This is an optimization exercise on Yosys and OpenROAD, whose aim is small area and few clock cycles, not a production implementation.
The RTL was checked by simulation tests, not by an equivalence proof against the original design.

`design/flow/config.mk`:
```
export PLATFORM = sky130hd
export DESIGN_NAME = uBlock_enc_top
export DESIGN_NICKNAME = uBlock_enc_top
export VERILOG_FILES = /design/flow/design.v
export SDC_FILE = /design/flow/constraint.sdc
export NUM_CORES = 4
export LEC_CHECK = 0
export CAP_MARGIN = 20
export CORE_MARGIN = 2
export CORE_UTILIZATION = 40
export SLEW_MARGIN = 20
```
`design/flow/constraint.sdc`:
```
create_clock -name core_clock -period 10.0 [get_ports {clk}]
set_input_delay 2.0000 -clock core_clock [delete_from_list [all_inputs] [get_ports {clk}]]
set_output_delay 2.0000 -clock core_clock [all_outputs]
set_load 0.01 [all_outputs]
```
`design/flow/design.v`:
```
`timescale 1ns / 1ps
module round_constant_gen(
	input 			clk,
    input 			advance,
	output reg [7:0] lfsr,
    output [31:0] 	round_constant
    );
	wire [7:0] 	round_constant_p3, round_constant_p2, round_constant_p1, round_constant_p0;
	wire [7:0] 	LFSR_d;
	assign LFSR_d = {lfsr[6:0], lfsr[7] ^ lfsr[6] ^ lfsr[2] ^ lfsr[1]};
	assign round_constant_p3 = {LFSR_d[7], ~LFSR_d[6], LFSR_d[5:0]};
	assign round_constant_p2 = {LFSR_d[7], ~LFSR_d[6], LFSR_d[5], ~LFSR_d[4], LFSR_d[3], ~LFSR_d[2], LFSR_d[1:0]};
	assign round_constant_p1 = {LFSR_d[7:5], ~LFSR_d[4], LFSR_d[3:1], ~LFSR_d[0]};
	assign round_constant_p0 = {LFSR_d[7:3], ~LFSR_d[2], LFSR_d[1], ~LFSR_d[0]};
	assign round_constant = {round_constant_p3, round_constant_p2, round_constant_p1, round_constant_p0};
	always @(posedge clk)
		lfsr <= advance ? LFSR_d : 8'b01101100;
endmodule
`timescale 1ns / 1ps
module shared_block_left_circular_shift_20bit(
	input [63:0] block_left_circular_shift_input0,
	input [63:0] block_left_circular_shift_input1,
    output [63:0] block_left_circular_shift_output0,
    output [63:0] block_left_circular_shift_output1
    );
	genvar i;
	generate
	for (i=0 ;i<2;i=i+1) begin: for_shift_block
		assign block_left_circular_shift_output0[(i+1)*32-1:i*32] = {block_left_circular_shift_input0[(i+1)*32-21:i*32], 
																	 block_left_circular_shift_input0[(i+1)*32-1:(i+1)*32-20]
																	};
		assign block_left_circular_shift_output1[(i+1)*32-1:i*32] = {block_left_circular_shift_input1[(i+1)*32-21:i*32], 
																	 block_left_circular_shift_input1[(i+1)*32-1:(i+1)*32-20]
																	};
	end
	endgenerate
endmodule
`timescale 1ns / 1ps
module shared_block_left_circular_shift_4bit(
	input 	[63:0] block_left_circular_shift_input0,
	input 	[63:0] block_left_circular_shift_input1,
    output 	[63:0] block_left_circular_shift_output0,
    output 	[63:0] block_left_circular_shift_output1
    );
	genvar i;
	generate
	for (i=0 ;i<2;i=i+1) begin: for_shift_block
		assign block_left_circular_shift_output0[(i+1)*32-1:i*32] = {block_left_circular_shift_input0[(i+1)*32-5:i*32], 
																	 block_left_circular_shift_input0[(i+1)*32-1:(i+1)*32-4]};
		assign block_left_circular_shift_output1[(i+1)*32-1:i*32] = {block_left_circular_shift_input1[(i+1)*32-5:i*32], 
																	 block_left_circular_shift_input1[(i+1)*32-1:(i+1)*32-4]};
	end
	endgenerate
endmodule
`timescale 1ns / 1ps
module shared_block_left_circular_shift_8bit(
	input [63:0] block_left_circular_shift_input0,
	input [63:0] block_left_circular_shift_input1,
    output [63:0] block_left_circular_shift_output0,
    output [63:0] block_left_circular_shift_output1
    );
	genvar i;
	generate
	for (i=0 ;i<2;i=i+1) begin: for_shift_block
		assign block_left_circular_shift_output0[(i+1)*32-1:i*32] = {block_left_circular_shift_input0[(i+1)*32-9:i*32], 
																	 block_left_circular_shift_input0[(i+1)*32-1:(i+1)*32-8]
																	};
		assign block_left_circular_shift_output1[(i+1)*32-1:i*32] = {block_left_circular_shift_input1[(i+1)*32-9:i*32], 
																	 block_left_circular_shift_input1[(i+1)*32-1:(i+1)*32-8]
																	};															
	end
	endgenerate
endmodule
`timescale 1ns / 1ps
module shared_permutation_key(
	input	[63:0]	permutation_input0,
	input	[63:0]	permutation_input1,
	output	[63:0]	permutation_output0,
	output	[63:0]	permutation_output1
    );
	assign permutation_output0[63:60] = permutation_input0[39:36];
	assign permutation_output0[59:56] = permutation_input0[63:60];
	assign permutation_output0[55:52] = permutation_input0[31:28];
	assign permutation_output0[51:48] = permutation_input0[11:08];
	assign permutation_output0[47:44] = permutation_input0[59:56];
	assign permutation_output0[43:40] = permutation_input0[03:00];
	assign permutation_output0[39:36] = permutation_input0[43:40];
	assign permutation_output0[35:32] = permutation_input0[23:20];
	assign permutation_output0[31:28] = permutation_input0[47:44];
	assign permutation_output0[27:24] = permutation_input0[27:24];
	assign permutation_output0[23:20] = permutation_input0[15:12];
	assign permutation_output0[19:16] = permutation_input0[55:52];
	assign permutation_output0[15:12] = permutation_input0[19:16];
	assign permutation_output0[11:08] = permutation_input0[51:48];
	assign permutation_output0[07:04] = permutation_input0[35:32];
	assign permutation_output0[03:00] = permutation_input0[07:04];
	assign permutation_output1[63:60] = permutation_input1[39:36];
	assign permutation_output1[59:56] = permutation_input1[63:60];
	assign permutation_output1[55:52] = permutation_input1[31:28];
	assign permutation_output1[51:48] = permutation_input1[11:08];
	assign permutation_output1[47:44] = permutation_input1[59:56];
	assign permutation_output1[43:40] = permutation_input1[03:00];
	assign permutation_output1[39:36] = permutation_input1[43:40];
	assign permutation_output1[35:32] = permutation_input1[23:20];
	assign permutation_output1[31:28] = permutation_input1[47:44];
	assign permutation_output1[27:24] = permutation_input1[27:24];
	assign permutation_output1[23:20] = permutation_input1[15:12];
	assign permutation_output1[19:16] = permutation_input1[55:52];
	assign permutation_output1[15:12] = permutation_input1[19:16];
	assign permutation_output1[11:08] = permutation_input1[51:48];
	assign permutation_output1[07:04] = permutation_input1[35:32];
	assign permutation_output1[03:00] = permutation_input1[07:04];
endmodule
`timescale 1ns / 1ps
module shared_permutation_left(
	input [63:0] permutation_input0,
	input [63:0] permutation_input1,
    output [63:0] permutation_output0,
    output [63:0] permutation_output1
    );
	assign permutation_output0 = {permutation_input0[55:48],
								  permutation_input0[39:32],
								  permutation_input0[31:24],
								  permutation_input0[15:08],
								  permutation_input0[63:56],
								  permutation_input0[47:40],
								  permutation_input0[07:00],
								  permutation_input0[23:16]
    };
	assign permutation_output1 = {permutation_input1[55:48],
                                  permutation_input1[39:32],
                                  permutation_input1[31:24],
                                  permutation_input1[15:08],
                                  permutation_input1[63:56],
                                  permutation_input1[47:40],
                                  permutation_input1[07:00],
                                  permutation_input1[23:16]
    };
endmodule
`timescale 1ns / 1ps
module shared_permutation_right(
	input [63:0] permutation_input0,
	input [63:0] permutation_input1,
    output [63:0] permutation_output0,
    output [63:0] permutation_output1
    );
	assign permutation_output0 = {permutation_input0[47:40],
                                  permutation_input0[07:00],
                                  permutation_input0[23:16],
                                  permutation_input0[63:56],
                                  permutation_input0[55:48],
                                  permutation_input0[15:08],
                                  permutation_input0[31:24],
                                  permutation_input0[39:32]
    };
	assign permutation_output1 = {permutation_input1[47:40],
                                  permutation_input1[07:00],
                                  permutation_input1[23:16],
                                  permutation_input1[63:56],
                                  permutation_input1[55:48],
                                  permutation_input1[15:08],
                                  permutation_input1[31:24],
                                  permutation_input1[39:32]
    };
endmodule
`timescale 1ns / 1ps
module shared_transformation_array(
	input	[31:00]	transformation_array_input0,
	input	[31:00]	transformation_array_input1,
	output	[31:00]	transformation_array_output0,
	output	[31:00]	transformation_array_output1
    );
	shared_transformation shared_transformation_Inst0(
	.transformation_input0		(transformation_array_input0[31:28]),
	.transformation_input1		(transformation_array_input1[31:28]),
	.transformation_output0		(transformation_array_output0[31:28]),
	.transformation_output1		(transformation_array_output1[31:28])
	);
	shared_transformation shared_transformation_Inst1(
	.transformation_input0		(transformation_array_input0[27:24]),
	.transformation_input1		(transformation_array_input1[27:24]),
	.transformation_output0		(transformation_array_output0[27:24]),
	.transformation_output1		(transformation_array_output1[27:24])
	);
	shared_transformation shared_transformation_Inst2(
	.transformation_input0		(transformation_array_input0[23:20]),
	.transformation_input1		(transformation_array_input1[23:20]),
	.transformation_output0		(transformation_array_output0[23:20]),
	.transformation_output1		(transformation_array_output1[23:20])
	);
	shared_transformation shared_transformation_Inst3(
	.transformation_input0		(transformation_array_input0[19:16]),
	.transformation_input1		(transformation_array_input1[19:16]),
	.transformation_output0		(transformation_array_output0[19:16]),
	.transformation_output1		(transformation_array_output1[19:16])
	);
	shared_transformation shared_transformation_Inst4(
	.transformation_input0		(transformation_array_input0[15:12]),
	.transformation_input1		(transformation_array_input1[15:12]),
	.transformation_output0		(transformation_array_output0[15:12]),
	.transformation_output1		(transformation_array_output1[15:12])
	);
	shared_transformation shared_transformation_Inst5(
	.transformation_input0		(transformation_array_input0[11:08]),
	.transformation_input1		(transformation_array_input1[11:08]),
	.transformation_output0		(transformation_array_output0[11:08]),
	.transformation_output1		(transformation_array_output1[11:08])
	);
	shared_transformation shared_transformation_Inst6(
	.transformation_input0		(transformation_array_input0[07:04]),
	.transformation_input1		(transformation_array_input1[07:04]),
	.transformation_output0		(transformation_array_output0[07:04]),
	.transformation_output1		(transformation_array_output1[07:04])
	);
	shared_transformation shared_transformation_Inst7(
	.transformation_input0		(transformation_array_input0[03:00]),
	.transformation_input1		(transformation_array_input1[03:00]),
	.transformation_output0		(transformation_array_output0[03:00]),
	.transformation_output1		(transformation_array_output1[03:00])
	);
endmodule
module shared_transformation(
	input	[03:00]	transformation_input0,
	input	[03:00]	transformation_input1,
	output reg	[03:00]	transformation_output0,
	output reg	[03:00]	transformation_output1
	);
	always @(transformation_input0) 
	begin
		if(transformation_input0[3] == 1'b1)
			transformation_output0 = {transformation_input0[2:0], 1'b0} ^ 4'b0011;
		else 
			transformation_output0 = {transformation_input0[2:0], 1'b0};
	end
	always @(transformation_input1) 
	begin
		if(transformation_input1[3] == 1'b1)
			transformation_output1 = {transformation_input1[2:0], 1'b0} ^ 4'b0011;
		else
			transformation_output1 = {transformation_input1[2:0], 1'b0};
	end
endmodule
`timescale 1ns / 1ps
module shared_sbox(
	input				clk,
	input	[03:00]		d0c0b0a0,
	input	[03:00]		d1c1b1a1,
	input	[09:00]		guards,
	output	[03:00]		h0g0f0e0,
	output	[03:00]		h1g1f1e1
    );
	wire 				d0, d1;
	wire 				c0, c1;
	wire 				b0, b1;
	wire 				a0, a1;
	wire				e0, e1, e2, e3;
	wire				f0, f1, f2, f3;
	wire				f4, f5, f6, f7;
	wire				g0, g1, g2, g3;
	wire				g4, g5, g6, g7;
	wire				h0, h1, h2, h3;
	reg					e0_r, e1_r, e2_r, e3_r;
	reg					f0_r, f1_r, f2_r, f3_r;
	reg					f4_r, f5_r, f6_r, f7_r;
	reg					g0_r, g1_r, g2_r, g3_r;
	reg					g4_r, g5_r, g6_r, g7_r;
	reg					h0_r, h1_r, h2_r, h3_r;
	wire				e0e1, e2e3;
	wire				f0f1f2f3, f4f5f6f7;
	wire				g0g1g2g3, g4g5g6g7;
	wire				h0h1, h2h3;
	wire 				rj;
	wire 				ri;
	wire 				rh;
	wire 				rg;
	wire 				rf;
	wire 				re;
	wire 				rd;
	wire 				rc;
	wire 				rb;
	wire 				ra;
	assign rj = guards[9];
	assign ri = guards[8];
	assign rh = guards[7];
	assign rg = guards[6];
	assign rf = guards[5];
	assign re = guards[4];
	assign rd = guards[3];
	assign rc = guards[2];
	assign rb = guards[1];
	assign ra = guards[0];
	assign d0 = d0c0b0a0[3];
	assign c0 = d0c0b0a0[2];
	assign b0 = d0c0b0a0[1];
	assign a0 = d0c0b0a0[0];
	assign d1 = d1c1b1a1[3];
	assign c1 = d1c1b1a1[2];
	assign b1 = d1c1b1a1[1];
	assign a1 = d1c1b1a1[0];
	assign e0 = (c0 & d0) ^ 1'b1 ^ rj;
	assign e1 = (c1 & d1) ^ (a0 ^ rj);
	assign e2 = (c0 & d1)        ^ rj;
	assign e3 = (c1 & d0) ^ a1   ^ rj;
	assign f0 = (a0 & b0 & c0) ^ (a0 & b0) ^ (a0 & d0) ^ a0 ^ 1'b1 ^ (rh ^ rg);
	assign f1 = (a0 & b0 & c1) ^ (b0 & c1) ^ a0 ^ c1 ^ (rg ^ rf);
	assign f2 = (a0 & b1 & c0) ^ (a0 & c0) ^ a0 ^ d1 ^ (rf ^ re);
	assign f3 = (a0 & b1 & c1) ^ (a0 & b1) ^ (a0 & c1) ^ (b1 & c1) ^ (a0 & d1) ^ b1 ^ c1 ^ d1 ^ (re ^ rh);
	assign f4 = (a1 & b0 & c0) ^ (a1 & d0) ^ (c0 & d0) ^ a1 ^ (c0 ^ d0) ^ (rh ^ rg);
	assign f5 = (a1 & b0 & c1) ^ (a1 & b0) ^ (b0 & c1) ^ (c1 & d0) ^ b0 ^ d0 ^ (rg ^ rf);
	assign f6 = (a1 & b1 & c0) ^ (a1 & b1) ^ (a1 & c0) ^ (a1 & d1) ^ (c0 & d1) ^ c0 ^ (rf ^ re);
	assign f7 = (a1 & b1 & c1) ^ (a1 & c1) ^ (b1 & c1) ^ (c1 & d1) ^ (re ^ rh);
	assign g0 = (b0 & c0 & d1) ^ (c0 & d1) ^ 1'b1 ^ (rd ^ rc);
	assign g1 = (b1 & c0 & d0) ^ a0 ^ b1 ^ d0 ^ (rc ^ rb);
	assign g2 = (b0 & c1 & d0) ^ (b0 & c1) ^ (rb ^ ra);
	assign g3 = (b1 & c1 & d1) ^ (b1 & c1) ^ (c1 & d1) ^ a1 ^ c1 ^ d1 ^ (ra ^ rd);
	assign g4 = (b0 & c0 & d0) ^ (a0 & b0) ^ (a0 ^ b0) ^ (rd ^ rc);
	assign g5 = (b1 & c0 & d1) ^ (a0 & b1) ^ (c0 & d1) ^ b1 ^ c0 ^ d1 ^ (rc ^ rb);
	assign g6 = (b0 & c1 & d1) ^ (a1 & b0) ^ (b0 & c1) ^ (c1 & d1) ^ (rb ^ ra);
	assign g7 = (b1 & c1 & d0) ^ (a1 & b1) ^ (b1 & c1) ^ a1 ^ b1 ^ d0 ^ (ra ^ rd);
	assign h0 = (b0 & c0)           ^ ri;
	assign h1 = (b0 & c1) ^ b0 ^ d1 ^ ri;
	assign h2 = (b1 & c0) ^ (c0 ^ d0) ^ ri;
	assign h3 = (b1 & c1) ^ b1 ^ c1 ^ ri;
	always @(posedge clk) e0_r <= e0;
	always @(posedge clk) e1_r <= e1;
	always @(posedge clk) e2_r <= e2;
	always @(posedge clk) e3_r <= e3;
	always @(posedge clk) f0_r <= f0;
	always @(posedge clk) f1_r <= f1;
	always @(posedge clk) f2_r <= f2;
	always @(posedge clk) f3_r <= f3;
	always @(posedge clk) f4_r <= f4;
	always @(posedge clk) f5_r <= f5;
	always @(posedge clk) f6_r <= f6;
	always @(posedge clk) f7_r <= f7;
	always @(posedge clk) g0_r <= g0;
	always @(posedge clk) g1_r <= g1;
	always @(posedge clk) g2_r <= g2;
	always @(posedge clk) g3_r <= g3;
	always @(posedge clk) g4_r <= g4;
	always @(posedge clk) g5_r <= g5;
	always @(posedge clk) g6_r <= g6;
	always @(posedge clk) g7_r <= g7;
	always @(posedge clk) h0_r <= h0;
	always @(posedge clk) h1_r <= h1;
	always @(posedge clk) h2_r <= h2;
	always @(posedge clk) h3_r <= h3;
	assign e0e1 = e0_r ^ e1_r;
	assign e2e3 = e2_r ^ e3_r;
	assign f0f1f2f3 = f0_r ^ f1_r ^ f2_r ^ f3_r;
	assign f4f5f6f7 = f4_r ^ f5_r ^ f6_r ^ f7_r;
	assign g0g1g2g3 = g0_r ^ g1_r ^ g2_r ^ g3_r;
	assign g4g5g6g7 = g4_r ^ g5_r ^ g6_r ^ g7_r;
	assign h0h1 = h0_r ^ h1_r;
	assign h2h3 = h2_r ^ h3_r;
	assign h0g0f0e0 = {h0h1, g0g1g2g3, f0f1f2f3, e0e1};
	assign h1g1f1e1 = {h2h3, g4g5g6g7, f4f5f6f7, e2e3};
endmodule
`timescale 1ns / 1ps
module shared_s_box_array(
	input			clk,
	input	[63:0]	sbox_array_input0,
	input	[63:0]	sbox_array_input1,
	output	[63:0]	sbox_array_output0,
	output	[63:0]	sbox_array_output1
    );
	shared_sbox shared_sbox_Inst0(
	.clk			(clk),
	.d0c0b0a0		(sbox_array_input0[63:60]),
	.d1c1b1a1		(sbox_array_input1[63:60]),
	.guards			(sbox_array_input0[59:50]),
	.h0g0f0e0		(sbox_array_output0[63:60]),
	.h1g1f1e1		(sbox_array_output1[63:60])
    );
	shared_sbox shared_sbox_Inst1(
	.clk			(clk),
	.d0c0b0a0		(sbox_array_input0[59:56]),
	.d1c1b1a1		(sbox_array_input1[59:56]),
	.guards			(sbox_array_input0[55:46]),
	.h0g0f0e0		(sbox_array_output0[59:56]),
	.h1g1f1e1		(sbox_array_output1[59:56])
    );
	shared_sbox shared_sbox_Inst2(
	.clk			(clk),
	.d0c0b0a0		(sbox_array_input0[55:52]),
	.d1c1b1a1		(sbox_array_input1[55:52]),
	.guards			(sbox_array_input0[51:42]),
	.h0g0f0e0		(sbox_array_output0[55:52]),
	.h1g1f1e1		(sbox_array_output1[55:52])
    );
	shared_sbox shared_sbox_Inst3(
	.clk			(clk),
	.d0c0b0a0		(sbox_array_input0[51:48]),
	.d1c1b1a1		(sbox_array_input1[51:48]),
	.guards			(sbox_array_input0[47:38]),
	.h0g0f0e0		(sbox_array_output0[51:48]),
	.h1g1f1e1		(sbox_array_output1[51:48])
    );
	shared_sbox shared_sbox_Inst4(
	.clk			(clk),
	.d0c0b0a0		(sbox_array_input0[47:44]),
	.d1c1b1a1		(sbox_array_input1[47:44]),
	.guards			(sbox_array_input0[43:34]),
	.h0g0f0e0		(sbox_array_output0[47:44]),
	.h1g1f1e1		(sbox_array_output1[47:44])
    );
	shared_sbox shared_sbox_Inst5(
	.clk			(clk),
	.d0c0b0a0		(sbox_array_input0[43:40]),
	.d1c1b1a1		(sbox_array_input1[43:40]),
	.guards			(sbox_array_input0[39:30]),
	.h0g0f0e0		(sbox_array_output0[43:40]),
	.h1g1f1e1		(sbox_array_output1[43:40])
    );
	shared_sbox shared_sbox_Inst6(
	.clk			(clk),
	.d0c0b0a0		(sbox_array_input0[39:36]),
	.d1c1b1a1		(sbox_array_input1[39:36]),
	.guards			(sbox_array_input0[35:26]),
	.h0g0f0e0		(sbox_array_output0[39:36]),
	.h1g1f1e1		(sbox_array_output1[39:36])
    );
	shared_sbox shared_sbox_Inst7(
	.clk			(clk),
	.d0c0b0a0		(sbox_array_input0[35:32]),
	.d1c1b1a1		(sbox_array_input1[35:32]),
	.guards			(sbox_array_input0[31:22]),
	.h0g0f0e0		(sbox_array_output0[35:32]),
	.h1g1f1e1		(sbox_array_output1[35:32])
    );
	shared_sbox shared_sbox_Inst8(
	.clk			(clk),
	.d0c0b0a0		(sbox_array_input0[31:28]),
	.d1c1b1a1		(sbox_array_input1[31:28]),
	.guards			(sbox_array_input0[27:18]),
	.h0g0f0e0		(sbox_array_output0[31:28]),
	.h1g1f1e1		(sbox_array_output1[31:28])
    );
	shared_sbox shared_sbox_Inst9(
	.clk			(clk),
	.d0c0b0a0		(sbox_array_input0[27:24]),
	.d1c1b1a1		(sbox_array_input1[27:24]),
	.guards			(sbox_array_input0[23:14]),
	.h0g0f0e0		(sbox_array_output0[27:24]),
	.h1g1f1e1		(sbox_array_output1[27:24])
    );
	shared_sbox shared_sbox_Insta(
	.clk			(clk),
	.d0c0b0a0		(sbox_array_input0[23:20]),
	.d1c1b1a1		(sbox_array_input1[23:20]),
	.guards			(sbox_array_input0[19:10]),
	.h0g0f0e0		(sbox_array_output0[23:20]),
	.h1g1f1e1		(sbox_array_output1[23:20])
    );
	shared_sbox shared_sbox_Instb(
	.clk			(clk),
	.d0c0b0a0		(sbox_array_input0[19:16]),
	.d1c1b1a1		(sbox_array_input1[19:16]),
	.guards			(sbox_array_input0[15: 6]),
	.h0g0f0e0		(sbox_array_output0[19:16]),
	.h1g1f1e1		(sbox_array_output1[19:16])
    );
	shared_sbox shared_sbox_Instc(
	.clk			(clk),
	.d0c0b0a0		(sbox_array_input0[15:12]),
	.d1c1b1a1		(sbox_array_input1[15:12]),
	.guards			(sbox_array_input0[11: 2]),
	.h0g0f0e0		(sbox_array_output0[15:12]),
	.h1g1f1e1		(sbox_array_output1[15:12])
    );
	shared_sbox shared_sbox_Instd(
	.clk			(clk),
	.d0c0b0a0		(sbox_array_input0[11:08]),
	.d1c1b1a1		(sbox_array_input1[11:08]),
	.guards			({sbox_array_input0[07:00], sbox_array_input0[63:62]}),
	.h0g0f0e0		(sbox_array_output0[11:08]),
	.h1g1f1e1		(sbox_array_output1[11:08])
    );
	shared_sbox shared_sbox_Inste(
	.clk			(clk),
	.d0c0b0a0		(sbox_array_input0[07:04]),
	.d1c1b1a1		(sbox_array_input1[07:04]),
	.guards			({sbox_array_input0[03:00], sbox_array_input0[63:58]}),
	.h0g0f0e0		(sbox_array_output0[07:04]),
	.h1g1f1e1		(sbox_array_output1[07:04])
    );
	shared_sbox shared_sbox_Instf(
	.clk			(clk),
	.d0c0b0a0		(sbox_array_input0[03:00]),
	.d1c1b1a1		(sbox_array_input1[03:00]),
	.guards			(sbox_array_input0[63:54]),
	.h0g0f0e0		(sbox_array_output0[03:00]),
	.h1g1f1e1		(sbox_array_output1[03:00])
    );
endmodule
`timescale 1ns / 1ps
module shared_sbox_array_for_key(
	input				clk,
	input	[31:0]	sbox_array_input0,
	input	[31:0]	sbox_array_input1,
	output	[31:0]	sbox_array_output0,
	output	[31:0]	sbox_array_output1
    );
	shared_sbox shared_sbox_Inst0(
	.clk			(clk),
	.d0c0b0a0		(sbox_array_input0[31:28]),
	.d1c1b1a1		(sbox_array_input1[31:28]),
	.guards			(sbox_array_input0[27:18]),
	.h0g0f0e0		(sbox_array_output0[31:28]),
	.h1g1f1e1		(sbox_array_output1[31:28])
    );
	shared_sbox shared_sbox_Inst1(
	.clk			(clk),
	.d0c0b0a0		(sbox_array_input0[27:24]),
	.d1c1b1a1		(sbox_array_input1[27:24]),
	.guards			(sbox_array_input0[23:14]),
	.h0g0f0e0		(sbox_array_output0[27:24]),
	.h1g1f1e1		(sbox_array_output1[27:24])
    );
	shared_sbox shared_sbox_Inst2(
	.clk			(clk),
	.d0c0b0a0		(sbox_array_input0[23:20]),
	.d1c1b1a1		(sbox_array_input1[23:20]),
	.guards			(sbox_array_input0[19:10]),
	.h0g0f0e0		(sbox_array_output0[23:20]),
	.h1g1f1e1		(sbox_array_output1[23:20])
    );
	shared_sbox shared_sbox_Inst3(
	.clk			(clk),
	.d0c0b0a0		(sbox_array_input0[19:16]),
	.d1c1b1a1		(sbox_array_input1[19:16]),
	.guards			(sbox_array_input0[15:06]),
	.h0g0f0e0		(sbox_array_output0[19:16]),
	.h1g1f1e1		(sbox_array_output1[19:16])
    );
	shared_sbox shared_sbox_Inst4(
	.clk			(clk),
	.d0c0b0a0		(sbox_array_input0[15:12]),
	.d1c1b1a1		(sbox_array_input1[15:12]),
	.guards			(sbox_array_input0[11:02]),
	.h0g0f0e0		(sbox_array_output0[15:12]),
	.h1g1f1e1		(sbox_array_output1[15:12])
    );
	shared_sbox shared_sbox_Inst5(
	.clk			(clk),
	.d0c0b0a0		(sbox_array_input0[11:08]),
	.d1c1b1a1		(sbox_array_input1[11:08]),
	.guards			({sbox_array_input0[07:00], sbox_array_input0[31:30]}),
	.h0g0f0e0		(sbox_array_output0[11:08]),
	.h1g1f1e1		(sbox_array_output1[11:08])
    );
	shared_sbox shared_sbox_Inst6(
	.clk			(clk),
	.d0c0b0a0		(sbox_array_input0[07:04]),
	.d1c1b1a1		(sbox_array_input1[07:04]),
	.guards			({sbox_array_input0[03:00], sbox_array_input0[31:26]}),
	.h0g0f0e0		(sbox_array_output0[07:04]),
	.h1g1f1e1		(sbox_array_output1[07:04])
    );
	shared_sbox shared_sbox_Inst7(
	.clk			(clk),
	.d0c0b0a0		(sbox_array_input0[03:00]),
	.d1c1b1a1		(sbox_array_input1[03:00]),
	.guards			(sbox_array_input0[31:22]),
	.h0g0f0e0		(sbox_array_output0[03:00]),
	.h1g1f1e1		(sbox_array_output1[03:00])
    );
endmodule
`timescale 1ns / 1ps
module shared_enc_round_func(
	input				clk,
	input		[127:0]	sbox_input0,
	input		[127:0]	sbox_input1,
	output		[127:0]	round_output0,
	output		[127:0]	round_output1
    );
	wire	[63:0]	text_msb_10, text_msb_11;
	wire	[63:0]	text_lsb_10, text_lsb_11;
	wire	[63:0]	text_msb_20, text_msb_21;
	wire	[63:0]	text_lsb_20, text_lsb_21;
	wire	[63:0]	text_msb_30, text_msb_31;
	wire	[63:0]	text_lsb_30, text_lsb_31;
	wire	[63:0]	text_msb_40, text_msb_41;
	wire	[63:0]	text_lsb_40, text_lsb_41;
	wire	[63:0]	text_msb_50, text_msb_51;
	wire	[63:0]	text_lsb_50, text_lsb_51;
	wire	[63:0]	text_msb_60, text_msb_61;
	wire	[63:0]	text_lsb_60, text_lsb_61;
	assign text_lsb_20 = text_msb_10 ^ text_lsb_10;
	assign text_lsb_21 = text_msb_11 ^ text_lsb_11;
	assign text_msb_20 = text_msb_10 ^ text_lsb_30;
	assign text_msb_21 = text_msb_11 ^ text_lsb_31;
	assign text_lsb_40 = text_msb_30 ^ text_lsb_20;
	assign text_lsb_41 = text_msb_31 ^ text_lsb_21;
	assign text_msb_40 = text_msb_20 ^ text_lsb_50;
	assign text_msb_41 = text_msb_21 ^ text_lsb_51;
	assign text_lsb_60 = text_msb_50 ^ text_lsb_40;
	assign text_lsb_61 = text_msb_51 ^ text_lsb_41;
	assign text_msb_60 = text_msb_40 ^ text_lsb_60;
	assign text_msb_61 = text_msb_41 ^ text_lsb_61;
	shared_s_box_array shared_s_box_array_msb(
	.clk				(clk),
	.sbox_array_input0	(sbox_input0[127:64]),
	.sbox_array_input1	(sbox_input1[127:64]),
	.sbox_array_output0	(text_msb_10),
	.sbox_array_output1	(text_msb_11)
    );
	shared_s_box_array shared_s_box_array_lsb(
	.clk				(clk),
	.sbox_array_input0	(sbox_input0[63:0]),
	.sbox_array_input1	(sbox_input1[63:0]),
	.sbox_array_output0	(text_lsb_10),
	.sbox_array_output1	(text_lsb_11)
    );
	shared_block_left_circular_shift_4bit shared_block_left_circular_shift_4bit_Inst(
	.block_left_circular_shift_input0		(text_lsb_20),
	.block_left_circular_shift_input1		(text_lsb_21),
    .block_left_circular_shift_output0		(text_lsb_30),
    .block_left_circular_shift_output1		(text_lsb_31)
    );
	shared_block_left_circular_shift_8bit shared_block_left_circular_shift_8bit_Inst0(
	.block_left_circular_shift_input0		(text_msb_20),
	.block_left_circular_shift_input1		(text_msb_21),
    .block_left_circular_shift_output0		(text_msb_30),
    .block_left_circular_shift_output1		(text_msb_31)
    );
	shared_block_left_circular_shift_8bit shared_block_left_circular_shift_8bit_Inst1(
	.block_left_circular_shift_input0		(text_lsb_40),
	.block_left_circular_shift_input1		(text_lsb_41),
    .block_left_circular_shift_output0		(text_lsb_50),
    .block_left_circular_shift_output1		(text_lsb_51)
    );
	shared_block_left_circular_shift_20bit shared_block_left_circular_shift_20bit_Inst(
	.block_left_circular_shift_input0		(text_msb_40),
	.block_left_circular_shift_input1		(text_msb_41),
    .block_left_circular_shift_output0		(text_msb_50),
    .block_left_circular_shift_output1		(text_msb_51)
    );
	shared_permutation_left shared_permutation_left_Inst(
	.permutation_input0						(text_msb_60),
	.permutation_input1						(text_msb_61),
    .permutation_output0					(round_output0[127:64]),
    .permutation_output1					(round_output1[127:64])
    );
	shared_permutation_right shared_permutation_right_Inst(
	.permutation_input0						(text_lsb_60),
	.permutation_input1						(text_lsb_61),
    .permutation_output0					(round_output0[63:0]),
    .permutation_output1					(round_output1[63:0])
    );
endmodule
`timescale 1ns / 1ps
module shared_enc_core(
	input				clk,
	input				busy,
	input		[127:0]	plain0,
	input		[127:0]	plain1,
	input		[127:0]	round_key0,
	input		[127:0]	round_key1,
	output  	[127:0]	cipher0,
	output 	 	[127:0]	cipher1
    );
	wire		[127:0]	state0;
	wire		[127:0]	state1;
	wire		[127:0]	sin0;
	wire		[127:0]	sin1;
	assign sin0 = (busy ? state0 : plain0) ^ round_key0;
	assign sin1 = (busy ? state1 : plain1) ^ round_key1;
	assign cipher0 = sin0;
	assign cipher1 = sin1;
	shared_enc_round_func shared_enc_round_func_Inst(
	.clk				(clk),
	.sbox_input0		(sin0),
	.sbox_input1		(sin1),
	.round_output0		(state0),
	.round_output1		(state1)
    );
endmodule
`timescale 1ns / 1ps
module shared_key_expansion_round_func(
	input			clk,
	input	[31:0]	round_constant,
	input	[127:0]	cur_key0,
	input	[127:0]	cur_key1,
	input	[127:0]	pre_key0,
	input	[127:0]	pre_key1,
	output	[127:0]	next_key0,
	output	[127:0]	next_key1
    );
	wire	[31:0]	cur_p3_0, cur_p3_1;
	wire	[31:0]	cur_p2_0, cur_p2_1;
	wire	[31:0]	pre_p3_0, pre_p3_1;
	wire	[31:0]	pre_p2_0, pre_p2_1;
	wire	[31:0]	pre_t2_0, pre_t2_1;
	wire	[31:0]	s_0, s_1;
	assign next_key0 = {s_0 ^ pre_key0[63:32], pre_t2_0 ^ pre_key0[31:0], pre_p2_0, pre_p3_0};
	assign next_key1 = {s_1 ^ pre_key1[63:32], pre_t2_1 ^ pre_key1[31:0], pre_p2_1, pre_p3_1};
	shared_permutation_key shared_permutation_key_Inst0(
	.permutation_input0				(cur_key0[127:64]),
	.permutation_input1				(cur_key1[127:64]),
	.permutation_output0			({cur_p3_0, cur_p2_0}),
	.permutation_output1			({cur_p3_1, cur_p2_1})
    );
	shared_permutation_key shared_permutation_key_Inst1(
	.permutation_input0				(pre_key0[127:64]),
	.permutation_input1				(pre_key1[127:64]),
	.permutation_output0			({pre_p3_0, pre_p2_0}),
	.permutation_output1			({pre_p3_1, pre_p2_1})
    );
	shared_sbox_array_for_key shared_sbox_array_for_key_Inst(
	.clk							(clk),
	.sbox_array_input0				(cur_p3_0 ^ round_constant),
	.sbox_array_input1				(cur_p3_1),
	.sbox_array_output0				(s_0),
	.sbox_array_output1				(s_1)
    );
	shared_transformation_array shared_transformation_array_Inst(
	.transformation_array_input0	(pre_p2_0),
	.transformation_array_input1	(pre_p2_1),
	.transformation_array_output0	(pre_t2_0),
	.transformation_array_output1	(pre_t2_1)
    );
endmodule
`timescale 1ns / 1ps
module shared_key_expansion(
	input					clk,
	input					start,
	input					busy,
	input					done,
	input		[127:0]		mkey0,
	input		[127:0]		mkey1,
	output		[7:0]		lfsr,
	output 		[127:0]		round_key0,
	output 		[127:0]		round_key1
    );
	wire		[127:0]		next_key0;
	wire		[127:0]		next_key1;
	wire		[31:0]		round_constant;
	reg 		[127:0]		keyr0;
	reg 		[127:0]		keyr1;
	assign round_key0 = busy ? next_key0 : mkey0;
	assign round_key1 = busy ? next_key1 : mkey1;
	always @(posedge clk)
	begin
		keyr0 <= round_key0;
		keyr1 <= round_key1;
	end
	round_constant_gen round_constant_gen_Inst(
	.clk							(clk),
	.advance						((start | busy) & ~done),
	.lfsr							(lfsr),
	.round_constant					(round_constant)
    );
	shared_key_expansion_round_func shared_key_expansion_round_func_Inst(
	.clk						(clk),
	.round_constant				(round_constant),
	.cur_key0					(round_key0),
	.cur_key1					(round_key1),
	.pre_key0					(keyr0),
	.pre_key1					(keyr1),
	.next_key0					(next_key0),
	.next_key1					(next_key1)
    );
endmodule
`timescale 1ns / 1ps
module uBlock_enc_top(
	input			clk,
	input			rstn,
	input	[127:0]	plain0,
	input	[127:0]	plain1,
	input	[127:0]	key0,
	input	[127:0]	key1,
	input			start,
	output	[127:0]	cipher0,
	output	[127:0]	cipher1,
	output			done,
	output	reg		occupied
    );
	wire	[127:0]	rk0;
	wire	[127:0]	rk1;
	wire	[7:0]	lfsr;
	assign done = occupied & (lfsr == 8'he1);
	shared_key_expansion shared_key_expansion_Inst(
	.clk				(clk),
	.start				(start),
	.busy				(occupied),
	.done				(done),
	.mkey0				(key0),
	.mkey1				(key1),
	.lfsr				(lfsr),
	.round_key0			(rk0),
	.round_key1			(rk1)
    );
	shared_enc_core shared_enc_core_Inst(
	.clk				(clk),
	.busy				(occupied),
	.plain0				(plain0),
	.plain1				(plain1),
	.round_key0			(rk0),
	.round_key1			(rk1),
	.cipher0			(cipher0),
	.cipher1			(cipher1)
    );
	always @(posedge clk or negedge rstn)
	begin
		if(~rstn)
			occupied <= 1'b0;
		else if(start & ~occupied)
			occupied <= 1'b1;
		else if(done)
			occupied <= 1'b0;
	end
endmodule
```
`design/flow/flow/run.sh`:
```
#!/bin/bash
# Standard layout, except: area-oriented ABC mapping in synthesis, buf_1
# port buffers, and a clock tree of small clock buffers without dummy loads.
set -euo pipefail
W=$PWD
export FLOW_WORK=$W
export FLOW_ABC_SCRIPT=$W/flow/area.script
bash standard.sh \
  SYNTH_SCRIPT=$W/flow/synth.tcl \
  "BUFFER_PORTS_ARGS=-buffer_cell sky130_fd_sc_hd__buf_1" \
  "CTS_ARGS=-sink_clustering_enable -repair_clock_nets -dont_use_dummy_load -buf_list {sky130_fd_sc_hd__clkbuf_8}" \
  finish > $W/flow_make.log 2>&1
```
`design/flow/flow/area.script`:
```
strash
&get -n
&st
&dch -f
&nf -a -R 1000
&put
```
`design/flow/flow/synth.tcl`:
```
# The standard synthesis, with an area-oriented ABC script in place of
# the speed script; everything else (registers, names, flattening) is unchanged.
proc abc {args} {
  set i [lsearch -exact $args -script]
  if {$i >= 0} { lset args [expr {$i + 1}] $::env(FLOW_ABC_SCRIPT) }
  yosys abc {*}$args
}
source $::env(FLOW_WORK)/synth_recipe.tcl
```
`design/flow/standard.sh`:
```
#!/bin/bash
# synth_recipe.tcl (not shown) runs the flow's synth.tcl, then flattens the netlist and writes it again
# the make line also repeats each setting of config.mk as NAME=value (left out here)
make -C /OpenROAD-flow-scripts/flow DESIGN_CONFIG=/design/flow/config.mk WORK_HOME=/design/flow/orfs CLKGATE_MAP_FILE= SYNTH_SCRIPT=/design/flow/synth_recipe.tcl "${@:-finish}"
```
==> results.yml <==
outcome:
  status: "no timing/DRC/antenna violations"
synth:
  synth_adder_area_share: 0.0141
  post_synth_and_or_nand_nor_area_fraction: 0.0727
  synth.top_cell.area_share: 0.341
  synth_warnings: 5
  synth_compound_area_frac: 0.0710
  async_reset_ff_frac: 0.000816
  yosys-top-cells-count: "xnor2_1 (2543), dfxtp_1 (1224), xor2_1 (978), nand2_1 (700), o21ai_0 (557)"
  synth_top_family_by_area: "XOR/XNOR gates"
  syn-num-nets: 8450
  netlist_instances: 7854
  synth_most_common_cell: "xnor2_1"
  ys.flop_type: "dfxtp_1"
  ys_seq_area_frac: 0.342
  synth_mux_area_frac: 0.0255
  synth_edf_count: 0
  synth.top_cells.by_area: "dfxtp_1 (34%), xnor2_1 (31%), xor2_1 (12%)"
  synth_xor_area_frac: 0.429
  synth_area_um2: 71800
  postSynthAreaPerCell_um2: 9.14
  synth_largest_area_cell: "dfxtp_1"
  post_synth_num_cell_types: 39
  synth.ff_latch_count: 1225
setup_path:
  cp_num_cells: 13
  cp.required_ns: 8.00
  worstPathMaxFanout: 8
  critPathSlowestCell: "xnor2_1"
  cp_common_cell: "xnor2_1"
  critical-path-max-stage-delay_ns: 0.95
  critPathKind: "flip-flop to primary output"
  cp.arrival_ns: 6.20
  worstRegToRegCells: 14
  worst-path-buf-inv: 2
  critical-path-top-delay-family: "XOR/XNOR gates"
  crit_chain: "xor2_1 -> xnor2_1 -> xnor2_1 -> xnor2_1 -> xor2_1 -> xor2_1 -> xnor2_1 -> xnor2_1 -> nand2_1 -> o21ai_0 -> xnor2_1 -> clkinv_1 -> buf_1"
  start_kind: "flip-flop"
  end_kind: "primary output"
  r2r_setup_slack_ns: 4.23
hold_path:
  min_to: "shared_key_expansion_Inst.keyr0[0]"
  hp-start: "shared_key_expansion_Inst.keyr0[84]"
  hold_path_class: "flip-flop to flip-flop"
  whs_path_depth: 2
cells_and_area:
  syn_to_final_growth_pct: 14.7
  fin_nets: 9505
  multiInputGateArea_um2: 45100
  fin_util: 0.462
  drive_gt1_frac: 0.0775
  fillers: 17800
  regArea_um2: 24500
sta:
  setup_viol: 0
  tns_ns: 0
  relSlewSlack: 0.0740
  maxSlewViolCount: 0
  finalHoldViolCount: 0
  min_period_over_period: 0.820
  rsz0062_at_grt: "false"
  worstMarginPinSlew_ns: 1.37
  clock_skew_ns: 0.116
  fin_crit_ns: 8.20
  fmax_mhz: 122
grt:
  grt_use_met3: 0.0731
  grt_pass1_vias: 56200
  globalRoute.totalOverflow: 0
  antenna_found_initial: 34
  globalRouteTotalUtil: 0.385
  grt_busiest_layer: "met2"
  grt_pass1_wl_um: 475000
  grt_use_met2: 0.611
  gr-usage-met1: 0.439
  grt_max_degree: 175
placed_design:
  place_congestion: 1.07
  port_buffers: 772
  hpwl_um: 305000
clocking:
  cts_tree: "yes"
  clock_sinks: 1225
  clock_latency_ns: 1.00
  htree_levels: 4
  cts_resized: 0
  cts.clk_slew.worst_paths_ns: 0.07
  cts_root_buf: "clkbuf_8"
  numCtsBuffers: 220
  hold_buffers: 0
  post-cts-setup-buffers: 0
  clk_path_buf_depth: 3
route:
  wl_per_cell_um: 32.2
  detail_route.iter0.violations: 6032
  drt.antenna.violating_nets: 0
  vias: 58800
  dr.pass1.iters: 5
  routed_wl_um: 364000
  via_per_inst: 5.20
  drc: 0
floorplanning:
  die_y_um: 428
  die_w_um: 428
  io_pins: 773
  core_area_um2: 178000
  rows: 155
  die-area_um2: 183000
  start_util: 0.402
job:
  drv_cap: 0
-- layer usage --
layer	vias up	routed length, um
li1	26700	-
met4	6	39700
met1	28400	135000
met3	882	24500
met2	2691	164000
met5	-	34
-- cell type report --
| type | instances | area share |
|---|---|---|
| Sequential cell | 1225 | 0.298 |
| Tap cell | 2355 | 0.0358 |
| Inverter | 360 | 0.0164 |
| Clock buffer | 220 | 0.0368 |
| Timing Repair Buffer | 1089 | 0.0645 |
| Antenna cell | 28 | 0.000851 |
| Multi-Input combinational cell | 6013 | 0.548 |
-- worst register-to-register path, cell delays in order (launching register included) --
cell and delay, ns:
dfxtp_1 0.32, xnor2_2 0.83, xnor2_1 0.35, xnor2_1 0.45, xnor2_1 0.22, xnor2_1 0.59, xnor2_1 0.15, nand2_1 0.08
o21ai_0 0.22, xnor2_1 0.84, clkinv_1 0.40, ha_1 0.69, xor2_1 0.22, xnor2_1 0.16, xnor2_1 0.15
-- per-stage QoR --
stage / setup WS, ns / hold WS (ns) / instance area (um2) / std cells
final: 1.80 / 0.474 / 82400 / 11300
after global routing: 1.86 / 0.507 / 82400 / 11300
after CTS: 2.01 / 0.476 / 82300 / 11300
after detailed placement: 3.15 / 0.465 / 79200 / 11000
after global placement: 3.17 / 0.459 / 79200 / 11000
after floorplan: 0.0304 / 0.431 / 71800 / 7854
-- how the worst max path moves through the flow --
stage	to	slack (ns)
final	cipher1[89]	1.80
after global routing	cipher1[89]	1.86
after CTS	cipher1[89]	2.01
after detailed placement	cipher1[102]	3.15
after global placement	cipher1[89]	3.17
after floorplan	cipher1[75]	0.03
-- logic make-up (layout without fill, tap and decap cells) --
logic type                 Yosys count  count (layout)
other                                0              28
AOI/OAI and AO/OA                  957             957
adders and majority gates           81              81
buffers and inverters              616            1669
muxes                              181             181
xor gates and xnor gates          3521            3521
and+or+nand+nor                   1273            1273
DFF                               1225            1225
-- cells in the final DEF (no fill, tap or decap), types with 20 or more instances in the layout --
| cell | netlist | routed |
|---|---|---|
| nor2_1 | 363 | 363 |
| and3_1 | 25 | 25 |
| clkbuf_8 | 0 | 220 |
| dfxtp_1 | 1224 | 1224 |
| xnor2_2 | 0 | 144 |
| ha_1 | 81 | 81 |
| clkinv_1 | 360 | 360 |
| nor3_1 | 20 | 20 |
| xor2_1 | 978 | 975 |
| a21oi_1 | 276 | 276 |
| xnor2_1 | 2543 | 2398 |
| nor2b_1 | 47 | 47 |
| mux2i_1 | 164 | 163 |
| nand2_1 | 700 | 700 |
| diode_2 | 0 | 28 |
| o211ai_1 | 37 | 37 |
| o21ai_0 | 557 | 534 |
| o21ai_1 | 0 | 20 |
| nand3_1 | 49 | 49 |
| buf_4 | 256 | 314 |
| buf_1 | 0 | 772 |
| nand2b_1 | 33 | 33 |
Testbench counts, summed over its fixed seeds: cycles 6,528.

[separate check: timing with driven ports]
In the flow no input, the clock included, has a driving cell. The finished layout below was timed again as built, in two steps.
Step 1 (the two cells are an assumption about what drives the block):
set clk [get_ports {clk}]
set_driving_cell -lib_cell sky130_fd_sc_hd__clkbuf_16 $clk
set_driving_cell -lib_cell sky130_fd_sc_hd__buf_2 [delete_from_list [all_inputs] $clk]
Step 2 moves the port delays by t, midway between the first and last clock arrival at a register: inputs arrive t later, outputs are due t later. That takes back most of the time a late clock gives input paths.
Three values: no drivers, after step 1, after step 2; two values: the first two.
t (ns): 1.033
slack for setup (ns): 1.797 / 1.706 / 2.739
slew at the worst register clock pin (ns): 0.07 / 0.07
After both steps setup and hold are still met in this run. For this run, drivers alone change the setup slack by -0.091 ns; drivers and shift together by +0.942 ns.
